Source: an optimization exercise on an open RTL-to-GDS flow (aim: small area). Production flows keep margins and buffers that such runs may drop.
In this exercise RTL edits were held to simulation tests only and were not proved equivalent to the original.
The flow treats the clock pin as an ideal source, which a real chip does not have.
No activity file was given, so power comes from the tool's default toggle rates.

==> design/flow/design.v <==
`timescale 1ns / 1ps
module key_debounce #(
    parameter DELAY_TIME = 250
)(
    input  wire clk,
    input  wire rstn,
    input  wire key_in,
    output reg  press_on
);
localparam [7:0] D_SEED = 8'b01011000;
reg       key_in_r0;
reg       key_in_r1;
reg       key_in_nedge;
reg [7:0] delay_cnt;
wire free = (delay_cnt[7:1] == 7'd0);
wire fb   = delay_cnt[7] ^ delay_cnt[3] ^ delay_cnt[2] ^ delay_cnt[1];
always @(posedge clk or negedge rstn)
begin
    if (rstn == 1'b0) begin
        key_in_r0    <= 1'b0;
        key_in_r1    <= 1'b0;
        key_in_nedge <= 1'b0;
        delay_cnt    <= 8'd0;
        press_on     <= 1'b0;
    end
    else begin
        key_in_r0    <= key_in;
        key_in_r1    <= key_in_r0;
        key_in_nedge <= ~key_in_r0 & key_in_r1;
        if (free)
            delay_cnt <= key_in_nedge ? D_SEED : 8'd0;
        else
            delay_cnt <= {delay_cnt[6:0], fb};
        press_on     <= free & delay_cnt[0];
    end
end
endmodule
`timescale 1ns / 1ps
module Display(
    input  wire       clk,
    input  wire       rstn,
    input  wire [3:0] sw_in,
    input  wire [2:0] press_on,
    output wire [1:0] reg_ab,
    output wire [7:0] led_time,
    output wire [3:0] seg_data_1,
    output wire [3:0] seg_data_2
);
localparam [13:0] Q_SEED = 14'b10110000001000;
localparam [13:0] Q_LAST = 14'b11011000000100;
reg [13:0] Qcounter;
reg [13:0] counter;
reg [6:0]  scorer_A, scorer_B;
reg [6:0]  countA_1, countA_2, countA_3;
reg [6:0]  countB_1, countB_2, countB_3;
reg [5:0]  q_val;         
reg [3:0]  q_led;         
reg [4:0]  AttackT_A, AttackT_B;
reg [1:0]  reg_ab_reg;
reg [3:0]  seg_data_1_reg, seg_data_2_reg;
wire [2:0] mode = sw_in[3:1];
wire q_tick = (Qcounter[11:0] == Q_LAST[11:0]);
wire q_rest = (q_val == 6'd0) | (q_val[5:1] == 5'b11111);
wire [5:0] q_disp = q_rest ? {4'd0, ~q_val[1], q_val[0]} : q_val;
always @(posedge clk or negedge rstn)
begin
    if (rstn == 1'b0) begin
        Qcounter <= Q_SEED;
        q_val    <= 6'd60;
        q_led    <= 4'b0000;
    end
    else begin
        Qcounter <= {Qcounter[12:0],
                     Qcounter[13] ^ Qcounter[11] ^ Qcounter[1] ^ Qcounter[0] ^ q_tick};
        if (q_tick) begin
            if (q_rest & q_led[2]) begin           
                q_val <= 6'd62;
                q_led <= {q_led[2:0], 1'b1};
            end
            else if (q_val == 6'd62) begin         
                q_val <= 6'd60;
                q_led <= {q_led[2:0], 1'b1};
            end
            else
                q_val <= q_val - 6'd1;
        end
    end
end
wire one_key = (press_on == 3'b001) | (press_on == 3'b010) | (press_on == 3'b100);
wire team    = sw_in[3];               
wire       win       = (mode == 3'b100);
wire [6:0] score_sel = team ? scorer_B : scorer_A;
wire [1:0] points    = {press_on[2] | press_on[1], press_on[2] | press_on[0]};
wire [6:0] add_y     = win ? ~scorer_A : {5'd0, points};
wire [7:0] add_sum   = {1'b0, score_sel} + {1'b0, add_y} + {7'd0, win};
wire [6:0] score_nxt = add_sum[6:0];
reg  [6:0] count_sel;
always @(*) begin
    case ({team, press_on[2], press_on[1]})
        3'b000:  count_sel = countA_1;
        3'b001:  count_sel = countA_2;
        3'b010:  count_sel = countA_3;
        3'b100:  count_sel = countB_1;
        3'b101:  count_sel = countB_2;
        3'b110:  count_sel = countB_3;
        default: count_sel = 7'd0;
    endcase
end
wire [6:0] count_nxt = count_sel + 7'd1;
wire add_on = (mode[1:0] == 2'b11) & one_key;    
wire add_A  = add_on & ~team;
wire add_B  = add_on &  team;
always @(posedge clk or negedge rstn)
begin
    if (rstn == 1'b0) begin
        scorer_A <= 7'd0; scorer_B <= 7'd0;
        countA_1 <= 7'd0; countA_2 <= 7'd0; countA_3 <= 7'd0;
        countB_1 <= 7'd0; countB_2 <= 7'd0; countB_3 <= 7'd0;
    end
    else begin
        if (add_A) scorer_A <= score_nxt;
        if (add_B) scorer_B <= score_nxt;
        if (add_A & press_on[0]) countA_1 <= count_nxt;
        if (add_A & press_on[1]) countA_2 <= count_nxt;
        if (add_A & press_on[2]) countA_3 <= count_nxt;
        if (add_B & press_on[0]) countB_1 <= count_nxt;
        if (add_B & press_on[1]) countB_2 <= count_nxt;
        if (add_B & press_on[2]) countB_3 <= count_nxt;
    end
end
wire       att_team = sw_in[1];
wire [4:0] att_sel  = att_team ? AttackT_B : AttackT_A;
wire       att_run  = (mode[2:1] == 2'b00) & sw_in[0];           
wire       att_clr  = (mode == 3'b010) | (mode == 3'b100) |
                      (mode == 3'b101) | (mode == 3'b110);
wire       a_last   = (counter[11:0] == Q_LAST[11:0]);
wire       att_dec  = att_run & a_last & (att_sel != 5'd0);
wire [4:0] att_nxt  = att_sel - 5'd1;
always @(posedge clk or negedge rstn)
begin
    if (rstn == 1'b0) begin
        counter   <= Q_SEED;
        AttackT_A <= 5'd24;
        AttackT_B <= 5'd24;
    end
    else begin
        if (att_clr) begin
            counter   <= Q_SEED;
            AttackT_A <= 5'd24;
            AttackT_B <= 5'd24;
        end
        else if (att_run) begin
            counter <= {counter[12:0],
                        counter[13] ^ counter[11] ^ counter[1] ^ counter[0] ^ a_last};
            if (att_dec & ~att_team) AttackT_A <= att_nxt;
            if (att_dec &  att_team) AttackT_B <= att_nxt;
        end
    end
end
reg [6:0] disp_val;
always @(*) begin
    casez (mode)
        3'b00?:  disp_val = {2'b00, att_sel};
        3'b?11:  disp_val = score_sel;
        3'b110:  disp_val = {1'b0, q_disp};
        default: disp_val = count_sel;
    endcase
end
wire [5:0] disp_half  = disp_val[6:1];
wire [3:0] disp_tens  = disp_half / 6'd5;
wire [2:0] disp_rem   = disp_half % 6'd5;
wire [3:0] disp_units = {disp_rem, disp_val[0]};
wire       a_more   = ~add_sum[7];
wire       a_less   = add_sum[7] & (add_sum[6:0] != 7'd0);
wire [3:0] diff_abs = a_more ? (4'd0 - add_sum[3:0]) : add_sum[3:0];
always @(posedge clk or negedge rstn)
begin
    if (rstn == 1'b0) begin
        seg_data_1_reg <= 4'd0;
        seg_data_2_reg <= 4'd0;
        reg_ab_reg     <= 2'b11;
    end
    else begin
        case (mode)
            3'b100: begin
                seg_data_1_reg <= diff_abs;
                seg_data_2_reg <= a_more ? 4'd10 : a_less ? 4'd11 : 4'd0;
                reg_ab_reg     <= {a_more, a_less};
            end
            3'b010, 3'b101: begin
                if (one_key) begin
                    seg_data_1_reg <= disp_tens;
                    seg_data_2_reg <= disp_units;
                end
            end
            default: begin
                seg_data_1_reg <= disp_tens;
                seg_data_2_reg <= disp_units;
                reg_ab_reg <= (mode == 3'b110) ? 2'b00 :
                              (mode[1] ? {~team, team} : {~att_team, att_team});
            end
        endcase
    end
end
assign reg_ab     = reg_ab_reg;
assign led_time   = {q_led[3], q_led[3], q_led[2], q_led[2],
                     q_led[1], q_led[1], q_led[0], q_led[0]};
assign seg_data_1 = seg_data_1_reg;
assign seg_data_2 = seg_data_2_reg;
endmodule
`timescale 1ns / 1ps
module segment(
    input  [3:0] seg_data_1,
    input  [3:0] seg_data_2,
    output [8:0] seg_led_1,
    output [8:0] seg_led_2
);
function [8:0] seg;
    input [3:0] d;
    begin
        case (d)
            4'd0:  seg = 9'h3f;
            4'd1:  seg = 9'h06;
            4'd2:  seg = 9'h5b;
            4'd3:  seg = 9'h4f;
            4'd4:  seg = 9'h66;
            4'd5:  seg = 9'h6d;
            4'd6:  seg = 9'h7d;
            4'd7:  seg = 9'h07;
            4'd8:  seg = 9'h7f;
            4'd9:  seg = 9'h6f;
            4'd10: seg = 9'h77;
            4'd11: seg = 9'h7c;
            4'd12: seg = 9'h39;
            4'd13: seg = 9'h5e;
            4'd14: seg = 9'h79;
            default: seg = 9'h71;
        endcase
    end
endfunction
function [8:0] seg_units;
    input [3:0] d;
    begin
        case (d)
            4'd12:   seg_units = 9'h7c;
            4'd13:   seg_units = 9'h77;
            4'd14:   seg_units = 9'h74;
            4'd15:   seg_units = 9'h7c;
            default: seg_units = seg(d);
        endcase
    end
endfunction
assign seg_led_1 = seg(seg_data_1);
assign seg_led_2 = seg_units(seg_data_2);
endmodule
`timescale 1ns / 1ps
module BallCompetition(
    input	wire clk,					 
    input   wire rstn,					 
    input	wire	[3:0]  sw_in,  	 
    input   wire  [2:0]  key_in,		 
    output	wire	[1:0]  reg_ab,  	 
    output  wire  [7:0]  led_time,	 
    output  [8:0]  seg_led_1,			 
	 output  [8:0]  seg_led_2			 
);
	localparam DelayTime = 250;   
   wire [2:0]	press_on;				 
	wire [3:0] seg_data_1;				 
	wire [3:0] seg_data_2;				 
    key_debounce	 
    #(.DELAY_TIME  (DelayTime))  
    key0
    (
		.clk(clk),		            
      .rstn(rstn),
      .key_in(key_in[0]),		
      .press_on(press_on[0])	       
    );
    key_debounce
    #(.DELAY_TIME  (DelayTime))  
    key1
    (
      .clk(clk),		           
      .rstn(rstn),
      .key_in(key_in[1]),		
      .press_on(press_on[1])	       
    );
    key_debounce
    #(.DELAY_TIME  (DelayTime))  
    key2
    (
      .clk(clk),		            
      .rstn(rstn),
      .key_in(key_in[2]),		
      .press_on(press_on[2])	      
    ); 
    Display u_Display(
      .clk(clk),  
      .rstn(rstn),
      .sw_in(sw_in),  
      .press_on(press_on),
      .reg_ab(reg_ab), 
      .led_time(led_time),
      .seg_data_1(seg_data_1),  
      .seg_data_2(seg_data_2)      
    );
    segment u_segment(
   .seg_data_1  (seg_data_1),	
	.seg_data_2  (seg_data_2),		
	.seg_led_1   (seg_led_1),		
	.seg_led_2	 (seg_led_2)
    );
endmodule
==> design/flow/flow/run.sh <==
#!/bin/bash
# Layout flow: the standard ORFS flow, with
#  - synthesis: ORFS's synth.tcl (synth -nofsm -noshare, flatten, rename as the
#    standard synthesis does), but without the full/half-adder extraction and
#    with an area-oriented ABC script (flow/area.abc);
#  - port buffers of the smallest buffer cell;
#  - a hand-built two-level clock tree (flow/pre_cts.tcl) in place of
#    ORFS's CTS, which uses fewer and smaller clock buffers.
set -euo pipefail
HERE=$(pwd)
FLOWDIR=$HERE/flow

# synthesis script: same as synth_recipe.tcl, with abc given our script
sed "s#@ABC_SCRIPT@#$FLOWDIR/area.abc#" $FLOWDIR/synth.tcl > $HERE/my_synth.tcl

# the make command of standard.sh, with our synthesis script
sed "s#SYNTH_SCRIPT=[^ ]*#SYNTH_SCRIPT=$HERE/my_synth.tcl#" standard.sh > $HERE/my_standard.sh

export ADDER_MAP_FILE=
export BUFFER_PORTS_ARGS="-buffer_cell sky130_fd_sc_hd__buf_1"
export FLOW_DIR_OWN=$FLOWDIR
export PRE_CTS_TCL=$FLOWDIR/pre_cts.tcl
read MCTS_K MCTS_LEAF MCTS_ROOT < $FLOWDIR/mcts.txt
export MCTS_K MCTS_LEAF MCTS_ROOT

bash $HERE/my_standard.sh synth > $HERE/synth.log 2>&1
bash standard.sh finish > $HERE/layout.log 2>&1
==> design/flow/flow/area.abc <==
strash
dch -f
amap
==> design/flow/flow/manual_cts.tcl <==
# split the points idx into k groups of near-equal size, cutting the longer side
proc bisect { pts idx k } {
  if {$k <= 1} { return [list $idx] }
  set xs {}; set ys {}
  foreach i $idx { lappend xs [lindex $pts $i 0]; lappend ys [lindex $pts $i 1] }
  set xs [lsort -real $xs]; set ys [lsort -real $ys]
  set dim [expr {([lindex $xs end]-[lindex $xs 0]) >= ([lindex $ys end]-[lindex $ys 0]) ? 0 : 1}]
  set srt {}
  foreach i $idx { lappend srt [list $i [lindex $pts $i $dim]] }
  set srt [lsort -real -index 1 $srt]
  set k1 [expr {$k / 2}]
  set n1 [expr {int(round([llength $idx] * double($k1) / $k))}]
  set a {}; set b {}
  set j 0
  foreach e $srt { if {$j < $n1} { lappend a [lindex $e 0] } else { lappend b [lindex $e 0] }; incr j }
  return [concat [bisect $pts $a $k1] [bisect $pts $b [expr {$k - $k1}]]]
}
# manual clock tree: clk -> one root buffer -> K leaf buffers, flops clustered by location
proc manual_cts { K leafcell rootcell } {
  set block [ord::get_db_block]
  set db [ord::get_db]
  set clknet [$block findNet clk]
  # sinks: all iterms on clk net except the port
  set sinks {}
  foreach it [$clknet getITerms] { lappend sinks $it }
  set pts {}
  foreach it $sinks {
    set inst [$it getInst]
    set bb [$inst getBBox]
    lappend pts [list [expr {([$bb xMin]+[$bb xMax])/2.0}] [expr {([$bb yMin]+[$bb yMax])/2.0}]]
  }
  set n [llength $pts]
  # balanced recursive bisection of the sinks into K groups
  set idx {}
  for {set i 0} {$i < $n} {incr i} { lappend idx $i }
  set groups [bisect $pts $idx $K]
  set asg [lrepeat $n 0]
  set cents {}
  set k 0
  foreach g $groups {
    set sx 0; set sy 0
    foreach i $g { lset asg $i $k; set sx [expr {$sx+[lindex $pts $i 0]}]; set sy [expr {$sy+[lindex $pts $i 1]}] }
    lappend cents [list [expr {$sx/[llength $g]}] [expr {$sy/[llength $g]}]]
    incr k
  }
  set leafm [$db findMaster $leafcell]
  if {$rootcell == ""} {
    set rootnet $clknet
  } else {
    set rootm [$db findMaster $rootcell]
    set rootnet [odb::dbNet_create $block clknet_root]
    $rootnet setSigType CLOCK
    # root buffer at the mean of the centroids
    set rx 0; set ry 0
    foreach c $cents { set rx [expr {$rx+[lindex $c 0]}]; set ry [expr {$ry+[lindex $c 1]}] }
    set rx [expr {int($rx/$K)}]; set ry [expr {int($ry/$K)}]
    set rinst [odb::dbInst_create $block $rootm clkbuf_root]
    $rinst setLocation $rx $ry
    $rinst setPlacementStatus PLACED
    [$rinst findITerm A] connect $clknet
    [$rinst findITerm X] connect $rootnet
  }
  for {set k 0} {$k < $K} {incr k} {
    set c [lindex $cents $k]
    set linst [odb::dbInst_create $block $leafm clkbuf_leaf_$k]
    $linst setLocation [expr {int([lindex $c 0])}] [expr {int([lindex $c 1])}]
    $linst setPlacementStatus PLACED
    set lnet [odb::dbNet_create $block clknet_leaf_$k]
    $lnet setSigType CLOCK
    [$linst findITerm A] connect $rootnet
    [$linst findITerm X] connect $lnet
    foreach it $sinks a $asg {
      if {$a == $k} { $it disconnect; $it connect $lnet }
    }
  }
  puts "manual_cts: $n sinks, $K leaves"
}
==> design/flow/flow/mcts.txt <==
8 sky130_fd_sc_hd__clkbuf_8 sky130_fd_sc_hd__clkbuf_8
==> design/flow/flow/pre_cts.tcl <==
# Clock tree built by hand before ORFS's CTS step: the clock port drives one
# small root buffer, which drives a few large leaf buffers, each driving the
# flip-flops of one placement cluster. ORFS's clock_tree_synthesis is then
# told to skip these nets, so it adds nothing.
source $::env(FLOW_DIR_OWN)/manual_cts.tcl
manual_cts $::env(MCTS_K) $::env(MCTS_LEAF) $::env(MCTS_ROOT)
set skip {}
foreach n [[ord::get_db_block] getNets] {
  if {[string match clknet_* [$n getName]]} { lappend skip [$n getName] }
}
set_cts_config -skip_nets $skip
==> design/flow/flow/synth.tcl <==
proc synth {args} { yosys synth -nofsm -noshare {*}$args }
proc abc {args} {
  set i [lsearch -exact $args -script]
  if { $i >= 0 } { lset args [expr {$i + 1}] @ABC_SCRIPT@ }
  yosys abc {*}$args
}
source $::env(SCRIPTS_DIR)/synth.tcl
# left out here: clear keep_hierarchy, flatten, clean up, hide names made inside functions, write 1_2_yosys.v
==> design/flow/standard.sh <==
#!/bin/bash
# synth_recipe.tcl (not shown) runs the flow's synth.tcl, then flattens the netlist and writes it again
# the make line also repeats each setting of config.mk as NAME=value (left out here)
make -C /OpenROAD-flow-scripts/flow DESIGN_CONFIG=/design/flow/config.mk WORK_HOME=/design/flow/orfs CLKGATE_MAP_FILE= SYNTH_SCRIPT=/design/flow/synth_recipe.tcl "${@:-finish}"
==> design/flow/config.mk <==
export PLATFORM = sky130hd
export DESIGN_NAME = BallCompetition
export DESIGN_NICKNAME = BallCompetition
export VERILOG_FILES = /design/flow/design.v
export SDC_FILE = /design/flow/constraint.sdc
export NUM_CORES = 4
export LEC_CHECK = 0
export ABC_AREA = 1
export CAP_MARGIN = 20
export CORE_MARGIN = 2
export CORE_UTILIZATION = 40
export SLEW_MARGIN = 20
==> design/flow/constraint.sdc <==
create_clock -name core_clock -period 10.0 [get_ports {clk}]
set_input_delay 2.0000 -clock core_clock [delete_from_list [all_inputs] [get_ports {clk}]]
set_output_delay 2.0000 -clock core_clock [all_outputs]
set_load 0.01 [all_outputs]
==> results of run 1 <==
## cell type report
type                       count  area share, %
buffer                         9          1.701
sequential                   150          51.85
tap                          220          3.779
multi-input combinational    477          36.28
inverter                      83          4.278
timing repair buffer          36          2.113
## power breakdown
part	switching (uW)	total [uW]	internal [uW]
clock network	174	256	82.0
logic	265	419	154
registers	80.7	799	718
## cells in the mapped netlist (4+ instances only)
cell      count
a21oi_1      53
a221oi_1      6
a32o_1        4
a32oi_1      11
and2_0        4
and3_1        4
buf_1         9
buf_4         8
clkinv_1     83
dfrtp_1     132
dfstp_2      18
nand2_1      54
nand3_1       9
nand4_1       5
nor2_1      113
nor2b_1       7
nor3_1       11
o211ai_1      4
o21a_1        5
o21ai_0      52
o221ai_1      8
o22a_1       47
o22ai_1      39
or2_0        10
or3_1         5
or4_1         4
## per-layer routing
| layer | GRT usage, % | wire, um | vias up | part of all wire [%] |
|---|---|---|---|---|
| met3 | 2.140 | 875 | 21 | 5.7 |
| met4 | 2.632 | 261 | 0 | 1.7 |
| met2 | 28.26 | 7110 | 171 | 46 |
| li1 | - | - | 2637 | - |
| met5 | 0 | 0 | - | 0 |
| met1 | 24.55 | 7225 | 2543 | 47 |
## kinds of logic (layout without fill, tap and decap cells)
group	after synthesis	after routing
xor+xnor	3	3
buf+inv	100	128
simple gates	230	230
other cells	1	4
flops	150	150
compound gates	240	240
## worst min-delay path by stage
| stage | startpoint | endpoint | slack (ns) | cells past startpoint |
|---|---|---|---|---|
| floorplan | u_Display.Qcounter[12] | u_Display.Qcounter[13] | 0.33 | 0 |
| global placement | u_Display.Qcounter[12] | u_Display.Qcounter[13] | 0.34 | 0 |
| detailed placement | u_Display.Qcounter[12] | u_Display.Qcounter[13] | 0.35 | 0 |
| CTS | u_Display.Qcounter[12] | u_Display.Qcounter[13] | 0.35 | 0 |
| global route | u_Display.Qcounter[10] | u_Display.Qcounter[11] | 0.38 | 0 |
| finish | u_Display.Qcounter[12] | u_Display.Qcounter[13] | 0.37 | 0 |
## worst max-delay path, delay by kind of cell
family | cells | cell delay (ns)
buf+inv | 7 | 0.95
simple gates | 12 | 2.00
compound gates | 12 | 2.39
## stage by stage
step / total power [uW] / area [um^2] / util, % / hold WS (ns)
finish: 1474 / 7283 / 43.76 / 0.3683
global route: 1582 / 7283 / 43.76 / 0.3823
CTS: 1415 / 7283 / 43.76 / 0.3485
detailed placement: 1227 / 7159 / 43.02 / 0.3510
global placement: 1210 / 7159 / 43.02 / 0.3368
floorplan: 1112 / 6824 / - / 0.3330
## cell usage in the layout, fill, tap and decap left out, drive strengths merged, types with 6 or more instances in the layout
cell and instances:
dfrtp 132, or2 10, nor2b 7, o22a 47, clkinv 83, o22ai 39
o21ai 52, a32oi 11, dfstp 18, nand3 9, a221oi 6, o221ai 8
nor3 11, nand2 54, nor2 113, a21oi 53, clkbuf 10, buf 35
==> impl_results.md, run 1 <==
- Final worst setup slack: 2.907 ns
- Max frequency: 141.0 MHz
- Top cell type's share of synthesized area: 48.48%
- Main flop type after synthesis: dfrtp_1
- Vias per Instance: between 5 and 6
- Relative slew slack: 33.46%
- Layout cells sized above 1: between 4 and 5%
- Final setup violation count: 0
- Final TNS setup: 0 ns
- WL/cell: 15.87 um
- PortBufs: 32
- Peak VDD IR: 0.00009022 V
- PD cells: 202.4 mW/mm^2
- Fin. Hold Viols: 0
- Congestion Overflow GR: 0
- First-pass GRT wire length: 25.79 mm
- Pre-CTS WS: 2.610 ns
- Ratio of final minimum period to clock period: 70.93%
- Register area: between 0.003 and 0.004 mm^2
- Crit-path slowest cell: nor3_1
- Setup slack, reg-to-reg: between 4 and 5 ns
- Share of synthesized registers carrying an async set or reset: 100.0%
- Initial antenna violation count: 0
- Core ar.: approximately 0.017 mm^2
- DRT iter0 DRCs: 426
- CP peak stage delay: 0.60 ns
- Worst Max-Slew Pin Slew: 0.9944 ns
- Number of enable flip-flop cells after synthesis: 0
- Mux contribution to synthesized area: 0%
- Hold Crit Class: reg -> reg
- Compound-Gate Fraction of Synth Area: 23.45%
- Syn. warnings: 3
- Synth top area cells: dfrtp_1 (48%), dfstp_2 (6.9%), nor2_1 (6.2%)
- Yosys top cell by area: dfrtp_1
- Reg2Reg Depth: 29
- Avg Cell Area, Syn: 9.410 um^2
- Max Cap Viol: 0
- DRC errors left: 0
- Final non-filler cell total: 975
- CP max FO: 22
- Pleak: 0.002967 uW
- RSZ-0062 raised after global routing: no
- Die width: 134.5 um
- Synthesized flop and latch total: 150
- Largest regs: u_Display.Qcounter x14, u_Display.counter x14
- Initial Util: 40.94%
- Crit Path Class: in -> reg
- Crit end category: register
- CP startpoint: sw_in[3]
- Critical path arrival: 7.39 ns
- Final worst path period need: 7.093 ns
- Sequential area share after synthesis: 55.43%
- FP Rows: 47
- CTS Hold Bufs: 0
- Clk Latency, worst-skew pair: 0.42 ns
- FF-to-FF End: u_Display.seg_data_2_reg[1]
- Setup crit end: u_Display.seg_data_2_reg[1]
- Routed vias: about 5400
- Die footprint: 0.01809 mm^2
- Largest family of logic cells by synthesized area: compound AO/OA/AOI/OAI gates
- Antenna diodes: 0
- Footprint of the multi-input gates: 0.002643 mm^2
- Cell Area, Synth: 0.006813 mm^2
- DPL Wire Length: about 11 mm
- R2R Path Start: key2.press_on
- Area grow syn2layout: 6.905%
- Post-synth cell types: 37
- CP Launch Type: primary input
- Worst path required time: 10.29 ns
- Fin nets: 766
- Status: finished clean
- Clock transition at path regs: roughly 0.11 ns
- Resize count post-CTS: 0
- Post-Route WL: 15.47 mm
- 1st-pass router iterations: 6
- Synth Instances: 724
- Fillers: 1599
- Largest net degree at the start of global routing: 80
- Vias in the first global route: 5111
- Setup bufs post-CTS: 0
- Routability cong.: 0.9603
- Post-Place Cells: 966
- Total track usage: 17.01%
- I/O Pins: 37
- Final Skew: 0.01618 ns
- Synth Area in Adders: 0%
- Synth Area in XOR/XNOR: 0.3857%
- Post-DRT Antenna Nets: 0
- Die Span Y: 134.5 um
- Most used cell, CP: nor2_1
- Synth Area in Simple Gates: 14.73%
- Fin. max-slew vios: 0
==> run 2: changes to the inputs <==
==> design/flow/flow/mcts.txt (replaced) <==
5 sky130_fd_sc_hd__clkbuf_16 sky130_fd_sc_hd__clkbuf_8
==> run 2 against run 1 <==
Compared with the run above:
- global-route usage fell by 0.16 points
- total power rose by 1.2%
- combinational power barely moved
- die area did not move
- clock power rose by 7%
- largest power group unchanged
- area after synthesis did not move
- worst hold slack improved by 0.0042 ns
- maximum frequency fell by 0.29%
- still clean on timing, DRC and antenna
- flip-flop and latch count did not move
- clock skew fell by 0.0028 ns
- worst setup slack got worse by 0.021 ns
==> impl_results.md, run 2 <==
- Crit end category: register
- Most used cell, CP: nor2_1
- Fin nets: 763 (-0.39%)
- CP peak stage delay: 0.58 ns (-0.02 ns)
- PortBufs: 32 (unchanged)
- Clk Latency, worst-skew pair: 0.41 ns (about the same)
- Clk pwr share: 18.3% (+0.9 points)
- Post-synth cell types: 37 (unchanged)
- Compound-Gate Fraction of Synth Area: 23.45% (unchanged)
- Yosys top cell by area: dfrtp_1
- Synthesized flop and latch total: 150 (unchanged)
- Fin. Hold Viols: 0 (unchanged)
- CP Launch Type: primary input
- Net Sw Power: 519.3 uW (about the same)
- Worst path required time: 10.28 ns (about the same)
- FP Rows: 47 (unchanged)
- Die Span Y: 134.5 um (unchanged)
- Post-DRT Antenna Nets: 0 (unchanged)
- Clock transition at path regs: 0.11 ns (about the same)
- CP max FO: 22 (unchanged)
- Comb power frac: 28.1% (-0.3 points)
- Synth Area in Adders: 0% (unchanged)
- Critical path arrival: 7.39 ns (about the same)
- Top cells by count, synth: dfrtp_1 (132), nor2_1 (113), clkinv_1 (83), nand2_1 (54), a21oi_1 (53)
- Most common cell after layout, fill and taps aside: dfrtp_1
- Pleak: 0.002971 uW (+0.14%)
- RSZ-0062 raised after global routing: no
- Mux contribution to synthesized area: 0% (unchanged)
- Fillers: 1587 (-0.75%)
- Commonest non-fill, non-tap cells in the layout: dfrtp_1 (132), nor2_1 (113), clkinv_1 (83)
- Top-count cell post-synth: dfrtp_1
- DPL Wire Length: 11.26 mm (unchanged)
- 1st-pass router iterations: 5 (-1)
- I/O Pins: 37 (unchanged)
- Fin area: 0.007298 mm^2 (+0.21%)
- Congestion Overflow GR: 0 (unchanged)
- Routed vias: 5404 (+0.60%)
- Die footprint: 0.01809 mm^2 (unchanged)
- Ratio of final minimum period to clock period: 71.13% (+0.21 points)
- Syn. warnings: 3 (unchanged)
- Final worst setup slack: 2.887 ns (-0.02055 ns)
- First-pass GRT wire length: 25.65 mm (-0.56%)
- Synth Instances: 724 (unchanged)
- Hold Crit Class: reg -> reg
- Vias per Instance: 5.560 (+0.91%)
- Synth Area in XOR/XNOR: 0.3857% (unchanged)
- Max Cap Viol: 0 (unchanged)
- Avg Cell Area, Syn: 9.410 um^2 (unchanged)
- Setup bufs post-CTS: 0 (unchanged)
- Sequential area share after synthesis: 55.43% (unchanged)
- Cell Area, Synth: 0.006813 mm^2 (unchanged)
- Crit-path slowest cell: nor3_1
- Share of synthesized registers carrying an async set or reset: 100.0% (unchanged)
- Final worst path period need: 7.113 ns (+0.02055 ns)
- Largest family of logic cells by synthesized area: compound AO/OA/AOI/OAI gates
- Total track usage: 16.85% (-0.16 points)
- CTS Hold Bufs: 0 (unchanged)
- Final Skew: 0.01343 ns (-0.002754 ns)
- Worst Max-Slew Pin Slew: 0.9760 ns (-0.01844 ns)
- Largest net degree at the start of global routing: 80 (unchanged)
- Max frequency: 140.6 MHz (-0.29%)
- DRC errors left: 0 (unchanged)
- Final TNS setup: 0 ns (unchanged)
- Fin. max-slew vios: 0 (unchanged)
- Die width: 134.5 um (unchanged)
- Crit Path Class: in -> reg
- Register area: 0.003776 mm^2 (unchanged)
- Final setup violation count: 0 (unchanged)
- Synth top area cells: dfrtp_1 (48%), dfstp_2 (6.9%), nor2_1 (6.2%)
- Main flop type after synthesis: dfrtp_1
- Routability cong.: 0.9603 (unchanged)
- Relative slew slack: 34.69% (+1.2 points)
- Cell area after placement: 0.007159 mm^2 (unchanged)
- Status: finished clean
- Largest regs: u_Display.Qcounter x14, u_Display.counter x14
- Sequential Power Share: 53.6% (-0.6 points)
- Antenna diodes: 0 (unchanged)
- Core ar.: 0.01664 mm^2 (unchanged)
- Vias in the first global route: 5092 (-0.37%)
- Footprint of the multi-input gates: 0.002643 mm^2 (unchanged)
- Cell Int Power: 972.3 uW (+1.9%)
- Top cell type's share of synthesized area: 48.48% (unchanged)
- Synth Area in Simple Gates: 14.73% (unchanged)
- Resize count post-CTS: 0 (unchanged)
- DRT iter0 DRCs: 425 (-0.23%)
- Area grow syn2layout: 7.126%
- Post-Route WL: 15.46 mm (about the same)
- Switching share of power: 34.82% (-0.45 points)
- Number of enable flip-flop cells after synthesis: 0 (unchanged)
- Pre-CTS WS: 2.610 ns (unchanged)
- Initial Util: 40.94% (unchanged)
- Peak VDD IR: 0.0001140 V (+26%)
- PD cells: 204.4 mW/mm^2 (+1.0%)
- Layout cells sized above 1: 3.856% (-0.38 points)
- Initial antenna violation count: 0 (unchanged)
- WL/cell: 15.91 um (+0.24%)
run 2: cell types whose count changed in the layout (fill, tap and decap cells not counted), sizes merged:
| cell | delta |
|---|---|
| clkbuf | -3 |
run 2: power by group through the flow:
stage | logic [uW] | clock network, uW | registers (uW)
final | 419 | 273 | 800
after global routing | 475 | 306 | 813
after CTS | 419 | 203 | 812
after detailed placement | 416 | 0 | 811
after global placement | 402 | 0 | 808
after floorplan | 323 | 0 | 788
run 2: logic make-up after synthesis:
family                 count (synthesis)
AND/OR/NAND/NOR                      230
AO/OA/AOI/OAI                        240
flip-flops                           150
XOR/XNOR                               3
buffers and inverters                100
other                                  1
run 2: worst paths after layout:
| kind | startpoint | end | slack (ns) | cells past startpoint |
|---|---|---|---|---|
| min in group asynchronous | rstn | key0.key_in_nedge | 1.75 | 1 |
| max | sw_in[3] | u_Display.seg_data_2_reg[1] | 2.89 | 31 |
| max in group asynchronous | rstn | u_Display.counter[0] | 6.71 | 2 |
| max reg2reg | key2.press_on | u_Display.seg_data_2_reg[1] | 4.03 | 29 |
| min reg2reg | u_Display.Qcounter[12] | u_Display.Qcounter[13] | 0.37 | 0 |
| min | u_Display.Qcounter[12] | u_Display.Qcounter[13] | 0.37 | 0 |
run 2: per-layer routing:
layer	GRT usage, %	wire [um]	vias to the layer above
met1	24.40	7275	2585
li1	-	-	2635
met2	28.20	7113	163
met4	2.105	267	0
met5	0	0	-
met3	2.027	806	21
run 2: critical path: cells and delay by family:
| family | cells | cell delay (ns) |
|---|---|---|
| AOI/OAI and AO/OA | 12 | 2.39 |
| buffers and inverters | 7 | 0.94 |
| and+or+nand+nor | 12 | 2.02 |
run 2: cell type report:
cell class | count | share of cell area, %
plain buffers | 6 | 1.903
inverters | 83 | 4.269
multi-input cells | 477 | 36.21
flip-flops and latches | 150 | 51.74
well taps | 220 | 3.772
repair buffers | 36 | 2.109
run 2: through the flow:
stage | total power (uW) | util, % | instances | hold WS, ns
final | 1492 | 43.85 | 972 | 0.3725
after global routing | 1594 | 43.85 | 972 | 0.3817
after CTS | 1434 | 43.85 | 972 | 0.3485
after detailed placement | 1227 | 43.02 | 966 | 0.3510
after global placement | 1210 | 43.02 | 966 | 0.3368
after floorplan | 1112 | - | 727 | 0.3330
==> run 3: changes to the inputs <==
==> design/flow/flow/mcts.txt (replaced) <==
10 sky130_fd_sc_hd__clkbuf_8 sky130_fd_sc_hd__clkbuf_8
==> run 3 against run 2 <==
Compared with the run above:
- clock skew about the same
- worst setup slack improved by 0.037 ns
- register-to-register slack improved by 0.06 ns
- synthesized cell count unchanged
- clock power increased by 3%
- utilization increased by 0.075 points
- largest power group unchanged
==> impl_results.md, run 3 <==
- Status: finished clean
- Largest net degree at the start of global routing: 80 (unchanged)
- Crit end category: register
- CP Buf/Inv Count: 7 (unchanged)
- PortBufs: 32 (unchanged)
- Number of enable flip-flop cells after synthesis: 0 (unchanged)
- Final setup violation count: 0 (unchanged)
- Core ar.: 0.01664 mm^2 (unchanged)
- Fin. max-slew vios: 0 (unchanged)
- Final worst path period need: 7.076 ns (-0.03714 ns)
- Post-DRT Antenna Nets: 0 (unchanged)
- Final TNS setup: 0 ns (unchanged)
- Setup bufs post-CTS: 0 (unchanged)
- Post-Place Cells: 966 (unchanged)
- Top-count cell post-synth: dfrtp_1
- Largest regs: u_Display.Qcounter x14, u_Display.counter x14
- Post-synth cell types: 37 (unchanged)
- Fin area: 0.007311 mm^2 (+0.17%)
- 1st-pass router iterations: 5 (unchanged)
- DRC errors left: 0 (unchanged)
- Initial Util: 40.94% (unchanged)
- Synthesized flop and latch total: 150 (unchanged)
- Antenna diodes: 0 (unchanged)
- Avg Cell Area, Syn: 9.410 um^2 (unchanged)
- Peak VDD IR: 0.00009921 V (-13%)
- Synth Instances: 724 (unchanged)
- Fin nets: 768 (+0.66%)
- Post-Route WL: 15.59 mm (+0.80%)
- Tot Pwr: 1500 uW (+0.56%)
- Synth top area cells: dfrtp_1 (48%), dfstp_2 (6.9%), nor2_1 (6.2%)
- Routed vias: 5388 (-0.30%)
- Fillers: 1595 (+0.50%)
- Fin. Hold Viols: 0 (unchanged)
- Most used cell, CP: nor2_1
- Final non-filler cell total: 977 (+0.51%)
- Main flop type after synthesis: dfrtp_1
- Vias in the first global route: 5124 (+0.63%)
- First-pass GRT wire length: 25.83 mm (+0.73%)
- Pre-CTS WS: 2.610 ns (unchanged)
- CP Launch Type: primary input
- Top cells by count, synth: dfrtp_1 (132), nor2_1 (113), clkinv_1 (83), nand2_1 (54), a21oi_1 (53)
- Vias per Instance: 5.515 (-0.81%)
- Yosys top cell by area: dfrtp_1
- Relative slew slack: 34.52% (-0.18 points)
- Worst path required time: 10.31 ns (+0.03 ns)
- Layout cells sized above 1: 4.491% (+0.64 points)
- CTS Hold Bufs: 0 (unchanged)
- Resize count post-CTS: 0 (unchanged)
- FP Rows: 47 (unchanged)
- Total track usage: 17.01% (+0.15 points)
- Cell area after placement: 0.007159 mm^2 (unchanged)
- Cell Area, Synth: 0.006813 mm^2 (unchanged)
- Final worst setup slack: 2.924 ns (+0.03714 ns)
- Syn. warnings: 3 (unchanged)
- Routability cong.: 0.9603 (unchanged)
- I/O Pins: 37 (unchanged)
- Clk Latency, worst-skew pair: 0.44 ns (+0.03 ns)
- Die Span Y: 134.5 um (unchanged)
- Critical path's top delay family: compound AO/OA/AOI/OAI gates
- Area grow syn2layout: 7.309%
- Ratio of final minimum period to clock period: 70.76% (-0.37 points)
- DPL Wire Length: 11.26 mm (unchanged)
- Critical path arrival: 7.39 ns (about the same)
- Max Cap Viol: 0 (unchanged)
- WL/cell: 15.95 um (+0.29%)
- Pleak: 0.002982 uW (+0.35%)
- Die width: 134.5 um (unchanged)
- Commonest non-fill, non-tap cells in the layout: dfrtp_1 (132), nor2_1 (113), clkinv_1 (83)
- Congestion Overflow GR: 0 (unchanged)
- PD cells: 205.2 mW/mm^2 (+0.38%)
- Worst Max-Slew Pin Slew: 0.9823 ns (+0.006267 ns)
- Sequential area share after synthesis: 55.43% (unchanged)
- Final Skew: 0.01307 ns (-0.0003618 ns)
- Die footprint: 0.01809 mm^2 (unchanged)
- Max frequency: 141.3 MHz (+0.52%)
- Clock transition at path regs: 0.10 ns (about the same)
- Most common cell after layout, fill and taps aside: dfrtp_1
- Crit-path slowest cell: nor3_1
- CP max FO: 22 (unchanged)
- DRT iter0 DRCs: 361 (-15%)
- Share of synthesized registers carrying an async set or reset: 100.0% (unchanged)
- Crit Path Class: in -> reg
- CP peak stage delay: 0.60 ns (+0.02 ns)
- Initial antenna violation count: 0 (unchanged)
- RSZ-0062 raised after global routing: no
- Hold Crit Class: reg -> reg
- Top cell type's share of synthesized area: 48.48% (unchanged)
==> run 3: final cells by class <==
cell class	instances	area, um^2	share of cell area (%)
Timing Repair Buffer	36	153.9	2.105
Sequential cell	150	3776	51.65
Buffer	11	151.4	2.071
Multi-Input combinational cell	477	2643	36.15
Inverter	83	311.5	4.262
Tap cell	220	275.3	3.765
==> run 3: stage by stage <==
step,utilization [%],hold slack (ns)
6_report,43.93,0.3671
5_1_grt,43.93,0.3794
4_1_cts,43.93,0.3485
3_5_place_dp,43.02,0.3510
3_3_place_gp,43.02,0.3368
2_1_floorplan,-,0.3330
==> run 3: cell families (layout without fill, tap and decap cells) <==
| group | Yosys count | in the layout | share of synthesized area [%] |
|---|---|---|---|
| AND/OR/NAND/NOR | 230 | 230 | 14.73 |
| other | 1 | 4 | 0.05504 |
| buffers and inverters | 100 | 130 | 5.950 |
| flip-flops | 150 | 150 | 55.43 |
| AO/OA/AOI/OAI | 240 | 240 | 23.45 |
| XOR/XNOR | 3 | 3 | 0.3857 |
==> run 3: worst paths after layout <==
check	from	end	slack [ns]	depth (start not counted)
hold reg to reg	u_Display.Qcounter[12]	u_Display.Qcounter[13]	0.37	0
setup / recovery	sw_in[3]	u_Display.seg_data_2_reg[1]	2.92	31
setup reg to reg	key2.press_on	u_Display.seg_data_2_reg[1]	4.09	29
min in group asynchronous	rstn	key0.key_in_nedge	1.73	1
max in group asynchronous	rstn	u_Display.AttackT_A[1]	6.72	2
hold / removal	u_Display.Qcounter[12]	u_Display.Qcounter[13]	0.37	0
==> run 3: per-layer routing <==
| metal | vias to the layer above | GRT usage [%] | wire length, um |
|---|---|---|---|
| met2 | 158 | 28.29 | 7157 |
| met4 | 0 | 2.456 | 280 |
| li1 | 2644 | - | - |
| met5 | - | 0 | 0 |
| met1 | 2566 | 24.58 | 7260 |
| met3 | 20 | 2.140 | 886 |
==> run 3: power breakdown <==
part	leakage (uW)	switching, uW	internal (uW)
clock network	0.0000791	183	98.7
logic	0.000994	265	154
registers	0.00191	81.2	719
total	0.00298	529	971
==> run 4: changes to the inputs <==
--- a/design/flow/design.v
+++ b/design/flow/design.v
@@ -160,10 +160,10 @@
 reg [6:0] disp_val;
 always @(*) begin
     casez (mode)
-        3'b00?:  disp_val = {2'b00, att_sel};
-        3'b?11:  disp_val = score_sel;
-        3'b110:  disp_val = {1'b0, q_disp};
-        default: disp_val = count_sel;
+        3'b000, 3'b001, 3'b100: disp_val = {2'b00, att_sel};
+        3'b011, 3'b111:         disp_val = score_sel;
+        3'b110:                 disp_val = {1'b0, q_disp};
+        default:                disp_val = count_sel;
     endcase
 end
 wire [5:0] disp_half  = disp_val[6:1];
--- a/design/flow/flow/run.sh
+++ b/design/flow/flow/run.sh
@@ -2,7 +2,8 @@
 # Layout flow: the standard ORFS flow, with
 #  - synthesis: ORFS's synth.tcl (synth -nofsm -noshare, flatten, rename as the
 #    standard synthesis does), but without the full/half-adder extraction and
-#    with an area-oriented ABC script (flow/area.abc);
+#    with an area-oriented ABC script (flow/area.abc), plain adders and
+#    buf_1 for the buffers between output ports;
 #  - port buffers of the smallest buffer cell;
 #  - a hand-built two-level clock tree (flow/pre_cts.tcl) in place of
 #    ORFS's CTS, which uses fewer and smaller clock buffers.
@@ -17,6 +18,8 @@
 sed "s#SYNTH_SCRIPT=[^ ]*#SYNTH_SCRIPT=$HERE/my_synth.tcl#" standard.sh > $HERE/my_standard.sh
 
 export ADDER_MAP_FILE=
+# plain ripple adders (no Kogge-Stone -extra-map); -nofsm is already set
+export SYNTH_OPERATIONS_ARGS="-nofsm"
 export BUFFER_PORTS_ARGS="-buffer_cell sky130_fd_sc_hd__buf_1"
 export FLOW_DIR_OWN=$FLOWDIR
 export PRE_CTS_TCL=$FLOWDIR/pre_cts.tcl
==> design/flow/flow/mcts.txt (replaced) <==
9 sky130_fd_sc_hd__clkbuf_8 sky130_fd_sc_hd__clkbuf_4
==> design/flow/flow/synth.tcl (replaced) <==
proc synth {args} { yosys synth -nofsm -noshare {*}$args }
proc abc {args} {
  set i [lsearch -exact $args -script]
  if { $i >= 0 } { lset args [expr {$i + 1}] @ABC_SCRIPT@ }
  puts "own abc script: [lindex $args [expr {$i + 1}]]"
  yosys abc {*}$args
}
# buffers between output ports that carry the same signal: smallest buffer
proc insbuf {args} { yosys insbuf -buf sky130_fd_sc_hd__buf_1 A X }
source $::env(SCRIPTS_DIR)/synth.tcl
# left out here: clear keep_hierarchy, flatten, clean up, hide names made inside functions, write 1_2_yosys.v
--- a/design/flow/config.mk
+++ b/design/flow/config.mk
@@ -6,7 +6,7 @@
 export NUM_CORES = 4
 export LEC_CHECK = 0
 export ABC_AREA = 1
-export CAP_MARGIN = 20
+export CAP_MARGIN = 0
 export CORE_MARGIN = 2
 export CORE_UTILIZATION = 40
-export SLEW_MARGIN = 20
+export SLEW_MARGIN = 0
==> run 4 against run 3 <==
Compared with the run above:
- register-to-register slack improved by 0.76 ns
- maximum frequency decreased by 1.3%
- clock skew up 0.017 ns
- flip-flop and latch count is the same
- synthesized cell count fell by 3.3%
- worst hold slack got worse by 0.0011 ns
- sequential share of layout area up 0.54 points
- global-route usage grew 0.053 points
- die area is 1.2% lower
- cell count down 2.6%
- cell area decreased by 1.0%
- critical path type unchanged
- total power shrank 0.28%
==> impl_results.md, run 4 <==
- Synth top area cells: dfrtp_1 (49%), dfstp_2 (7.0%), o22a_1 (6.8%)
- Commonest non-fill, non-tap cells in the layout: dfrtp_1 (132), nor2_1 (105), clkinv_1 (81)
- Share of synthesized registers carrying an async set or reset: 100.0% (unchanged)
- Peak VDD IR: 0.0001345 V (+36%)
- Final setup violation count: 0 (unchanged)
- I/O Pins: 37 (unchanged)
- Tot Pwr: 1496 uW (-0.28%)
- Synthesized flop and latch total: 150 (unchanged)
- Resize count post-CTS: 0 (unchanged)
- Crit Path Class: in -> reg
- DPL Wire Length: 10.97 mm (-2.5%)
- Main flop type after synthesis: dfrtp_1
- Setup slack, reg-to-reg: 4.85 ns (+0.76 ns)
- Avg Cell Area, Syn: 9.609 um^2 (+2.1%)
- Cell Area, Synth: 0.006726 mm^2 (-1.3%)
- Clk Latency, worst-skew pair: 0.56 ns (+0.12 ns)
- Final hold slack: 0.3660 ns (-0.001083 ns)
- Layout cells sized above 1: 4.508% (+0.017 points)
- Final non-filler cell total: 952 (-2.6%)
- Final Skew: 0.02958 ns (+0.01651 ns)
- Post-DRT Antenna Nets: 0 (unchanged)
- PortBufs: 32 (unchanged)
- Die footprint: 0.01787 mm^2 (-1.2%)
- Pre-CTS WS: 2.387 ns (-0.2228 ns)
- Syn. warnings: 3 (unchanged)
- Final TNS setup: 0 ns (unchanged)
- First-pass GRT wire length: 25.61 mm (-0.86%)
- Register area: 0.003776 mm^2 (unchanged)
- Final worst path period need: 7.167 ns (+0.09107 ns)
- Top cell type's share of synthesized area: 49.11% (+0.62 points)
- Routed vias: 5288 (-1.9%)
- Clock transition at path regs: 0.12 ns (+0.02 ns)
- Status: finished clean
- Fin. max-slew vios: 0 (unchanged)
- Routability cong.: 0.8837 (-8.0%)
- CP Launch Type: primary input
- Max Cap Viol: 0 (unchanged)
- Congestion Overflow GR: 0 (unchanged)
- Final worst setup slack: 2.833 ns (-0.09107 ns)
- Switching share of power: 35.40% (+0.13 points)
- Yosys top cell by area: dfrtp_1
- Number of enable flip-flop cells after synthesis: 0 (unchanged)
- Post-synth cell types: 39 (+5.4%)
- Most common cell after layout, fill and taps aside: dfrtp_1
- CP max FO: 19 (-14%)
- Sequential area share after synthesis: 56.14% (+0.71 points)
- Footprint of the multi-input gates: 0.002594 mm^2 (-1.8%)
- Initial antenna violation count: 1 (+1)
- Pleak: 0.002921 uW (-2.0%)
- Hold Crit Class: reg -> reg
- Fillers: 1606 (+0.69%)
- CTS Hold Bufs: 0 (unchanged)
- Crit end category: register
- Critical path arrival: 7.59 ns (+0.20 ns)
- Setup bufs post-CTS: 0 (unchanged)
- Vias per Instance: 5.555 (+0.72%)
- Synth Instances: 700 (-3.3%)
- Relative slew slack: 34.07% (-0.45 points)
- Largest regs: u_Display.Qcounter x14, u_Display.counter x14
- Top-count cell post-synth: dfrtp_1
- Top cells by count, synth: dfrtp_1 (132), nor2_1 (105), clkinv_1 (81), o21ai_0 (53), o22a_1 (52)
- Area grow syn2layout: 7.552%
- Ratio of final minimum period to clock period: 71.67% (+0.91 points)
- Net Sw Power: 529.5 uW (about the same)
- Total track usage: 17.06% (+0.053 points)
- PD cells: 206.8 mW/mm^2 (+0.78%)
- Worst Max-Slew Pin Slew: 0.9640 ns (-0.01823 ns)
- Fin. Hold Viols: 0 (unchanged)
- Sequential Power Share: 53.6% (+0.3 points)
- Clk pwr share: 17.4% (-1.4 points)
- DRT iter0 DRCs: 431 (+19%)
- Fin nets: 743 (-3.3%)
- WL/cell: 15.86 um (-0.57%)
- Die width: 133.7 um (-0.62%)
- Antenna diodes: 0 (unchanged)
- Max frequency: 139.5 MHz (-1.3%)
- Vias in the first global route: 5129 (+0.098%)
- 1st-pass router iterations: 5 (unchanged)
- Post-Place Cells: 942 (-2.5%)
- Worst path required time: 10.43 ns (+0.12 ns)
- Cell Int Power: 966.2 uW (-0.48%)
- Post-Route WL: 15.10 mm (-3.1%)
- FP Rows: 47 (unchanged)
- RSZ-0062 raised after global routing: no
- DRC errors left: 0 (unchanged)
- Core ar.: 0.01652 mm^2 (-0.71%)
- Comb power frac: 29.0% (+1.1 points)
- Largest net degree at the start of global routing: 80 (unchanged)
- Die Span Y: 133.7 um (-0.62%)
- Initial Util: 40.71% (-0.23 points)
run 4: power by group through the flow:
| stage | Clock [uW] | Combinational (uW) | Sequential, uW |
|---|---|---|---|
| floorplan | 0 | 333 | 791 |
| global placement | 0 | 415 | 806 |
| detailed placement | 0 | 432 | 812 |
| CTS | 190 | 434 | 813 |
| global route | 303 | 498 | 815 |
| finish | 261 | 434 | 801 |
run 4: cell families (layout without fill, tap and decap cells):
kind of cell / after synthesis / count (layout) / synth area share, %
other: 1 / 4 / 0.05575
DFF: 150 / 150 / 56.14
and+or+nand+nor: 199 / 199 / 13.02
xor gates and xnor gates: 3 / 3 / 0.3907
AOI/OAI and AO/OA: 249 / 249 / 24.93
buffers and inverters: 98 / 127 / 5.469
run 4: per-layer routing:
metal	vias to the layer above	GRT usage, %	share of wire (%)
li1	2579	-	-
met1	2532	24.22	46
met2	149	28.92	47
met3	26	1.903	5.1
met4	2	2.600	1.8
met5	-	0	0.11
run 4: through the flow:
stage	util, %	area [um^2]
after detailed placement	42.98	7103
after global routing	43.78	7234
after global placement	42.98	7103
after CTS	43.78	7234
final	43.78	7234
after floorplan	-	6738
run 4: final timing paths:
check / start / end / cells past startpoint
max in group asynchronous: rstn / u_Display.counter[0] / 2
setup / recovery: sw_in[3] / u_Display.seg_data_2_reg[2] / 25
setup reg to reg: key2.press_on / u_Display.seg_data_2_reg[2] / 25
hold reg to reg: u_Display.Qcounter[12] / u_Display.Qcounter[13] / 0
min in group asynchronous: rstn / u_Display.scorer_B[0] / 1
hold / removal: u_Display.Qcounter[12] / u_Display.Qcounter[13] / 0
run 4: layout make-up:
class	count	share of cell area, %
inverter	81	4.203
buffer	10	1.816
timing repair buffer	36	2.127
multi-input combinational	455	35.85
tap	220	3.805
sequential	150	52.20
run 4: critical path, stage by stage:
cell,delay [ns]
buf_1,0.54
clkinv_1,0.68
nor3_1,0.60
clkinv_1,0.23
nand3_1,0.35
clkinv_1,0.19
a22oi_1,0.20
a21oi_1,0.10
o21ai_0,0.29
nor2_1,0.10
o21ai_0,0.34
nand2_1,0.15
o21ai_0,0.15
nor2_1,0.11
nor2_1,0.10
nor2_1,0.08
nor2_1,0.15
a21oi_1,0.09
nor2b_1,0.17
o21ai_0,0.31
clkinv_1,0.14
nor2_1,0.19
nor2_1,0.08
a21oi_1,0.14
o32ai_1,0.09
==> run 5: changes to the inputs <==
==> design/flow/flow/mcts.txt (replaced) <==
10 sky130_fd_sc_hd__clkbuf_8 sky130_fd_sc_hd__clkbuf_8
==> run 5 against run 4 <==
Compared with the run above:
- clock power is 5% higher
- synthesized cell count stayed put
- clock skew is 0.0082 ns lower
- area after synthesis stayed put
- total power is 0.96% higher
- combinational power hardly changed
- register-to-register slack better by 0.02 ns
- wire length is 0.13% lower
- worst setup slack worse by 0.14 ns
- flip-flop and latch count stayed put
- global-route usage hardly changed
- cell count is 0.11% higher
==> impl_results.md, run 5 <==
- Final worst path period need: 7.305 ns (+0.1374 ns)
- Share of synthesized registers carrying an async set or reset: 100.0% (unchanged)
- Fin. Hold Viols: 0 (unchanged)
- Total track usage: 17.05% (about the same)
- Area grow syn2layout: 7.850%
- Die width: 133.7 um (unchanged)
- Layout cells sized above 1: 4.638% (+0.13 points)
- Synthesized flop and latch total: 150 (unchanged)
- Post-Place Cells: 942 (unchanged)
- Clock transition at path regs: 0.11 ns (about the same)
- Post-DRT Antenna Nets: 0 (unchanged)
- Largest regs: u_Display.Qcounter x14, u_Display.counter x14
- Fin. max-slew vios: 0 (unchanged)
- Status: finished clean
- Die footprint: 0.01787 mm^2 (unchanged)
- Die Span Y: 133.7 um (unchanged)
- Top-count cell post-synth: dfrtp_1
- Core ar.: 0.01652 mm^2 (unchanged)
- Final non-filler cell total: 953 (+0.11%)
- 1st-pass router iterations: 5 (unchanged)
- RSZ-0062 raised after global routing: no
- Largest net degree at the start of global routing: 80 (unchanged)
- CTS Hold Bufs: 0 (unchanged)
- Main flop type after synthesis: dfrtp_1
- Crit end category: register
- First-pass GRT wire length: 25.66 mm (+0.19%)
- Final TNS setup: 0 ns (unchanged)
- Syn. warnings: 3 (unchanged)
- Sequential area share after synthesis: 56.14% (unchanged)
- Avg Cell Area, Syn: 9.609 um^2 (unchanged)
- Post-synth cell types: 39 (unchanged)
- Peak VDD IR: 0.0001051 V (-22%)
- Reg2Reg Depth: 27 (+8.0%)
- Vias in the first global route: 5150 (+0.41%)
- Vias per Instance: 5.516 (-0.69%)
- DPL Wire Length: 10.97 mm (unchanged)
- Crit Path Class: in -> reg
- Congestion Overflow GR: 0 (unchanged)
- Hold Crit Class: reg -> reg
- Initial Util: 40.71% (unchanged)
- Synth top area cells: dfrtp_1 (49%), dfstp_2 (7.0%), o22a_1 (6.8%)
- Clk Latency, worst-skew pair: 0.43 ns (-0.13 ns)
- Top cells by count, synth: dfrtp_1 (132), nor2_1 (105), clkinv_1 (81), o21ai_0 (53), o22a_1 (52)
- Final core occ: 43.90% (+0.12 points)
- Post-Route WL: 15.08 mm (-0.13%)
- Antenna diodes: 0 (unchanged)
- Most common cell after layout, fill and taps aside: dfrtp_1
- Max frequency: 136.9 MHz (-1.9%)
- Routed vias: 5257 (-0.59%)
- Worst Max-Slew Pin Slew: 0.9817 ns (+0.01762 ns)
- Yosys top cell by area: dfrtp_1
- Fin nets: 744 (+0.13%)
- Number of enable flip-flop cells after synthesis: 0 (unchanged)
- Critical path arrival: 7.60 ns (about the same)
- DRT iter0 DRCs: 453 (+5.1%)
- FP Rows: 47 (unchanged)
- Resize count post-CTS: 0 (unchanged)
- Worst path required time: 10.29 ns (-0.14 ns)
- Routability cong.: 0.8837 (unchanged)
- Setup bufs post-CTS: 0 (unchanged)
- Top cell type's share of synthesized area: 49.11% (unchanged)
- DRC errors left: 0 (unchanged)
- Cell Area, Synth: 0.006726 mm^2 (unchanged)
- Pleak: 0.002931 uW (+0.33%)
- Final Skew: 0.02136 ns (-0.008224 ns)
- Synth Instances: 700 (unchanged)
- Cell area after placement: 0.007103 mm^2 (unchanged)
- Fin area: 0.007254 mm^2 (+0.28%)
- Ratio of final minimum period to clock period: 73.05% (+1.4 points)
- Commonest non-fill, non-tap cells in the layout: dfrtp_1 (132), nor2_1 (105), clkinv_1 (81)
- Hold Path Stages: 0 (unchanged)
- PortBufs: 32 (unchanged)
- I/O Pins: 37 (unchanged)
- WL/cell: 15.82 um (-0.23%)
- CP Launch Type: primary input
- CP max FO: 19 (unchanged)
- Relative slew slack: 32.86% (-1.2 points)
- Initial antenna violation count: 0 (-1)
- PD cells: 208.2 mW/mm^2 (+0.68%)
- Max Cap Viol: 0 (unchanged)
- Final setup violation count: 0 (unchanged)
[run 5: cell counts after synthesis]
Identical to the previous run, type by type.
[run 5: worst max-delay path, stage by stage]
cell and delay [ns]:
buf_1 0.52, clkinv_1 0.67, nor3_1 0.62, clkinv_1 0.24
nand3_1 0.35, clkinv_1 0.19, a22oi_1 0.20, a21oi_1 0.10
o21ai_0 0.29, nor2_1 0.10, o21ai_0 0.34, nand2_1 0.14
o21ai_0 0.15, nor2_1 0.11, nor2_1 0.10, nor2_1 0.08
nor2_1 0.15, a21oi_1 0.09, nor2b_1 0.17, o21ai_0 0.31
clkinv_1 0.14, nor2_1 0.19, nor2_1 0.08, a21oi_1 0.14
o32ai_1 0.09
[run 5: where the power goes]
part	internal [uW]	switching [uW]	total, uW
clock network	98.8	176	275
registers	721	80.0	801
logic	161	273	435
total	981	529	1510
[run 5: stage by stage]
stage          hold WS, ns  worst slack (ns)  total power, uW
2_1_floorplan       0.3330             3.480             1124
3_3_place_gp        0.3396             2.743             1221
3_5_place_dp        0.3376             2.387             1244
4_1_cts             0.3466             2.379             1452
5_1_grt             0.3826             1.936             1632
6_report            0.3641             2.695             1510
[run 5: kinds of logic (layout without fill, tap and decap cells)]
| logic type | Yosys count | after routing | share of synthesized area (%) |
|---|---|---|---|
| XOR/XNOR | 3 | 3 | 0.3907 |
| AO/OA/AOI/OAI | 249 | 249 | 24.93 |
| buffers and inverters | 98 | 128 | 5.469 |
| AND/OR/NAND/NOR | 199 | 199 | 13.02 |
| other | 1 | 4 | 0.05575 |
| flip-flops | 150 | 150 | 56.14 |
[run 5: routing by layer]
| metal | share of wire [%] | global-route usage (%) |
|---|---|---|
| met3 | 4.9 | 1.941 |
| met4 | 1.7 | 2.541 |
| met5 | 0 | 0 |
| met2 | 47 | 28.98 |
| met1 | 46 | 24.15 |
[run 5: cell type report]
cell class	instances	area (um^2)
Inverter	81	304.0
Multi-Input combinational cell	455	2594
Buffer	11	151.4
Tap cell	220	275.3
Timing Repair Buffer	36	153.9
Fill cell	1604	9270
Sequential cell	150	3776
[run 5: path summary, 6_finish.rpt]
| check | startpoint | end | slack, ns |
|---|---|---|---|
| min in group asynchronous | rstn | u_Display.scorer_B[0] | 1.73 |
| worst min register to register | u_Display.Qcounter[12] | u_Display.Qcounter[13] | 0.36 |
| worst max-delay path | sw_in[3] | u_Display.seg_data_2_reg[2] | 2.70 |
| worst min-delay path | u_Display.Qcounter[12] | u_Display.Qcounter[13] | 0.36 |
| max in group asynchronous | rstn | u_Display.counter[0] | 6.75 |
| worst max register to register | key2.press_on | u_Display.seg_data_2_reg[2] | 4.87 |
==> run 6: changes to the inputs <==
--- a/design/flow/config.mk
+++ b/design/flow/config.mk
@@ -8,5 +8,5 @@
 export ABC_AREA = 1
 export CAP_MARGIN = 0
 export CORE_MARGIN = 2
-export CORE_UTILIZATION = 40
+export CORE_UTILIZATION = 65
 export SLEW_MARGIN = 0
==> run 6 against run 5 <==
Compared with the run above:
- first-iteration DRC count grew 9.7%
- flip-flop and latch count stayed put
- worst setup slack worse by 0.0024 ns
- cell count decreased by 8.7%
- combinational power is essentially flat
- utilization up 26 points
- sequential power barely moved
- total power barely moved
- via count rose by 3.3%
- clock skew down 0.013 ns
- sequential share of layout area rose by 0.71 points
- largest cell class unchanged
- largest power group unchanged
==> impl_results.md, run 6 <==
- Status: finished clean
- Top cell type's share of synthesized area: 49.11% (unchanged)
- 1st-pass router iterations: 5 (unchanged)
- DRC errors left: 0 (unchanged)
- Max Cap Viol: 0 (unchanged)
- Share of synthesized registers carrying an async set or reset: 100.0% (unchanged)
- Routed vias: 5433 (+3.3%)
- Max frequency: 136.9 MHz (about the same)
- Pleak: 0.002936 uW (+0.16%)
- Commonest non-fill, non-tap cells in the layout: dfrtp_1 (132), nor2_1 (105), clkinv_1 (81)
- Worst path required time: 10.31 ns (+0.02 ns)
- Resize count post-CTS: 0 (unchanged)
- Area grow syn2layout: 6.399%
- Die footprint: 0.01118 mm^2 (-37%)
- Core ar.: 0.01018 mm^2 (-38%)
- Worst Max-Slew Pin Slew: 1.049 ns (+0.06740 ns)
- Critical path arrival: 7.62 ns (+0.02 ns)
- Clock transition at path regs: 0.09 ns (-0.02 ns)
- Fin. max-slew vios: 0 (unchanged)
- Final Skew: 0.008278 ns (-0.01308 ns)
- Fin. Hold Viols: 0 (unchanged)
- Die Span Y: 105.7 um (-21%)
- Final non-filler cell total: 870 (-8.7%)
- Final hold slack: 0.3584 ns (-0.005745 ns)
- Synthesized flop and latch total: 150 (unchanged)
- Clk Latency, worst-skew pair: 0.42 ns (about the same)
- Congestion Overflow GR: 0 (unchanged)
- CP max FO: 19 (unchanged)
- Main flop type after synthesis: dfrtp_1
- Setup bufs post-CTS: 0 (unchanged)
- Final setup violation count: 0 (unchanged)
- Sequential area share after synthesis: 56.14% (unchanged)
- Initial antenna violation count: 0 (unchanged)
- WL/cell: 16.41 um (+3.7%)
- Post-Route WL: 14.28 mm (-5.3%)
- Largest net degree at the start of global routing: 64 (-20%)
- Crit end category: register
- First-pass GRT wire length: 24.74 mm (-3.6%)
- Hold Crit Class: reg -> reg
- Cell Area, Synth: 0.006726 mm^2 (unchanged)
- Crit Path Class: in -> reg
- DPL Wire Length: 10.36 mm (-5.6%)
- Avg Cell Area, Syn: 9.609 um^2 (unchanged)
- DRT iter0 DRCs: 497 (+9.7%)
- CP Launch Type: primary input
- FP Rows: 37 (-21%)
- Post-synth cell types: 39 (unchanged)
- Synth top area cells: dfrtp_1 (49%), dfstp_2 (7.0%), o22a_1 (6.8%)
- Peak VDD IR: 0.0001695 V (+61%)
- Vias per Instance: 6.245 (+13%)
- RSZ-0062 raised after global routing: no
- Fin nets: 745 (+0.13%)
- Layout cells sized above 1: 4.768% (+0.13 points)
- Largest regs: u_Display.Qcounter x14, u_Display.counter x14
- PortBufs: 32 (unchanged)
- Synth Instances: 700 (unchanged)
- Syn. warnings: 3 (unchanged)
- Relative slew slack: 28.25% (-4.6 points)
- Yosys top cell by area: dfrtp_1
- Antenna diodes: 0 (unchanged)
- CTS Hold Bufs: 0 (unchanged)
- Ratio of final minimum period to clock period: 73.07% (about the same)
- PD cells: 211.0 mW/mm^2 (+1.4%)
- Initial Util: 66.04% (+25 points)
- Vias in the first global route: 5161 (+0.21%)
- Top cells by count, synth: dfrtp_1 (132), nor2_1 (105), clkinv_1 (81), o21ai_0 (53), o22a_1 (52)
- Die width: 105.7 um (-21%)
- Final worst path period need: 7.307 ns (+0.002380 ns)
- Top-count cell post-synth: dfrtp_1
- Post-DRT Antenna Nets: 0 (unchanged)
- Number of enable flip-flop cells after synthesis: 0 (unchanged)
- Most common cell after layout, fill and taps aside: dfrtp_1
- Total track usage: 26.57% (+9.5 points)
- Post-Place Cells: 859 (-8.8%)
- I/O Pins: 37 (unchanged)
- Final TNS setup: 0 ns (unchanged)
- Tot Pwr: 1510 uW (about the same)
- Routability cong.: 0.9108 (+3.1%)
[run 6: cell types whose count changed in the layout (fill, tap and decap cells not counted), sizes merged]
cell	previous run	this run
buf	35	36
[run 6: worst max-delay path, cell delays in order]
cell and delay [ns]:
buf_1 0.53, clkinv_1 0.65, nor3_1 0.58, clkinv_1 0.21, nand3_1 0.32, clkinv_1 0.18, a22oi_1 0.22, a21oi_1 0.11
o21ai_0 0.30, nor2_1 0.12, o21ai_0 0.37, nand2_1 0.15, o21ai_0 0.16, nor2_1 0.11, nor2_1 0.10, nor2_1 0.08
nor2_1 0.16, a21oi_1 0.09, nor2b_1 0.17, o21ai_0 0.32, clkinv_1 0.14, nor2_1 0.18, a21oi_1 0.11, o32ai_1 0.26
[run 6: final timing paths]
kind / start / endpoint / cells after the start / slack, ns
min reg2reg: u_Display.Qcounter[12] / u_Display.Qcounter[13] / 0 / 0.36
min in group asynchronous: rstn / u_Display.q_led[3] / 1 / 1.59
max reg2reg: key2.press_on / u_Display.seg_data_2_reg[2] / 24 / 4.75
min: u_Display.Qcounter[12] / u_Display.Qcounter[13] / 0 / 0.36
max in group asynchronous: rstn / u_Display.Qcounter[8] / 3 / 6.65
max: sw_in[3] / u_Display.seg_data_2_reg[2] / 24 / 2.69
[run 6: routing by layer]
layer  vias up  GRT usage [%]  wire, um
met5         -              0         0
met4         0          7.801       479
met3        41          2.474       721
met2       175          42.58      6579
met1      2624          39.24      6500
li1       2593              -         -
[run 6: layout make-up]
type	count	area [um^2]
Timing Repair Buffer	37	161.4
Inverter	81	304.0
Tap cell	136	170.2
Sequential cell	150	3776
Fill cell	762	3028
Buffer	11	151.4
Multi-Input combinational cell	455	2594
[run 6: logic make-up after synthesis]
| family | after synthesis | share of synthesized area (%) |
|---|---|---|
| buffers and inverters | 98 | 5.469 |
| AND/OR/NAND/NOR | 199 | 13.02 |
| other | 1 | 0.05575 |
| flip-flops | 150 | 56.14 |
| XOR/XNOR | 3 | 0.3907 |
| AO/OA/AOI/OAI | 249 | 24.93 |
[run 6: where the power goes]
| group | total, uW | internal, uW | switching, uW | leakage, uW |
|---|---|---|---|---|
| registers | 799 | 721 | 78.3 | 0.00189 |
| logic | 437 | 161 | 276 | 0.000964 |
| clock network | 274 | 98.8 | 175 | 0.0000791 |
| total | 1510 | 981 | 529 | 0.00294 |
[run 6: metrics by stage]
| stage | worst slack (ns) | instance area, um^2 | utilization (%) |
|---|---|---|---|
| finish | 2.693 | 7157 | 70.27 |
| global route | 1.924 | 7157 | 70.27 |
| CTS | 2.446 | 7157 | 70.27 |
| detailed placement | 2.454 | 7005 | 68.78 |
| global placement | 2.919 | 7005 | 68.78 |
| floorplan | 3.480 | 6738 | - |

port drivers added, routing unchanged:
How much do the figures lean on ideal ports? The routed layouts below were timed once more, with nothing changed but the port constraints.
Step 1 assumes that a clkbuf_16 drives the clock port and a buf_2 every other input.
Step 2 adds t to the input delays and takes it off the output delays; t is the mean of the earliest and latest rising clock arrival at the registers after step 1. Input paths then give back, and output paths get back, about the clock's delay inside the block.
Three values: ideal ports, drivers, drivers and shift; two values: the first two.
run	t, ns	slack for setup (ns)	worst setup path at the end	worst register clock-pin slew, ns	worst data-port slew with drivers (ns)
run 1	0.444	2.907 / 2.909 / 2.465	input to register	0.12 / 0.12	0.03
run 2	0.437	2.887 / 2.888 / 2.451	input to register	0.11 / 0.11	0.03
run 3	0.468	2.924 / 2.925 / 2.458	input to register	0.10 / 0.10	0.04
run 4	0.576	2.833 / 2.819 / 2.243	input to register	0.12 / 0.12	0.04
run 5	0.453	2.695 / 2.682 / 2.230	input to register	0.11 / 0.11	0.04
run 6	0.445	2.693 / 2.692 / 2.248	input to register	0.09 / 0.09	0.03
After both steps every run listed still meets setup and hold. For run 4, which loses most, drivers alone change the setup slack by -0.014 ns; drivers and shift together by -0.590 ns.
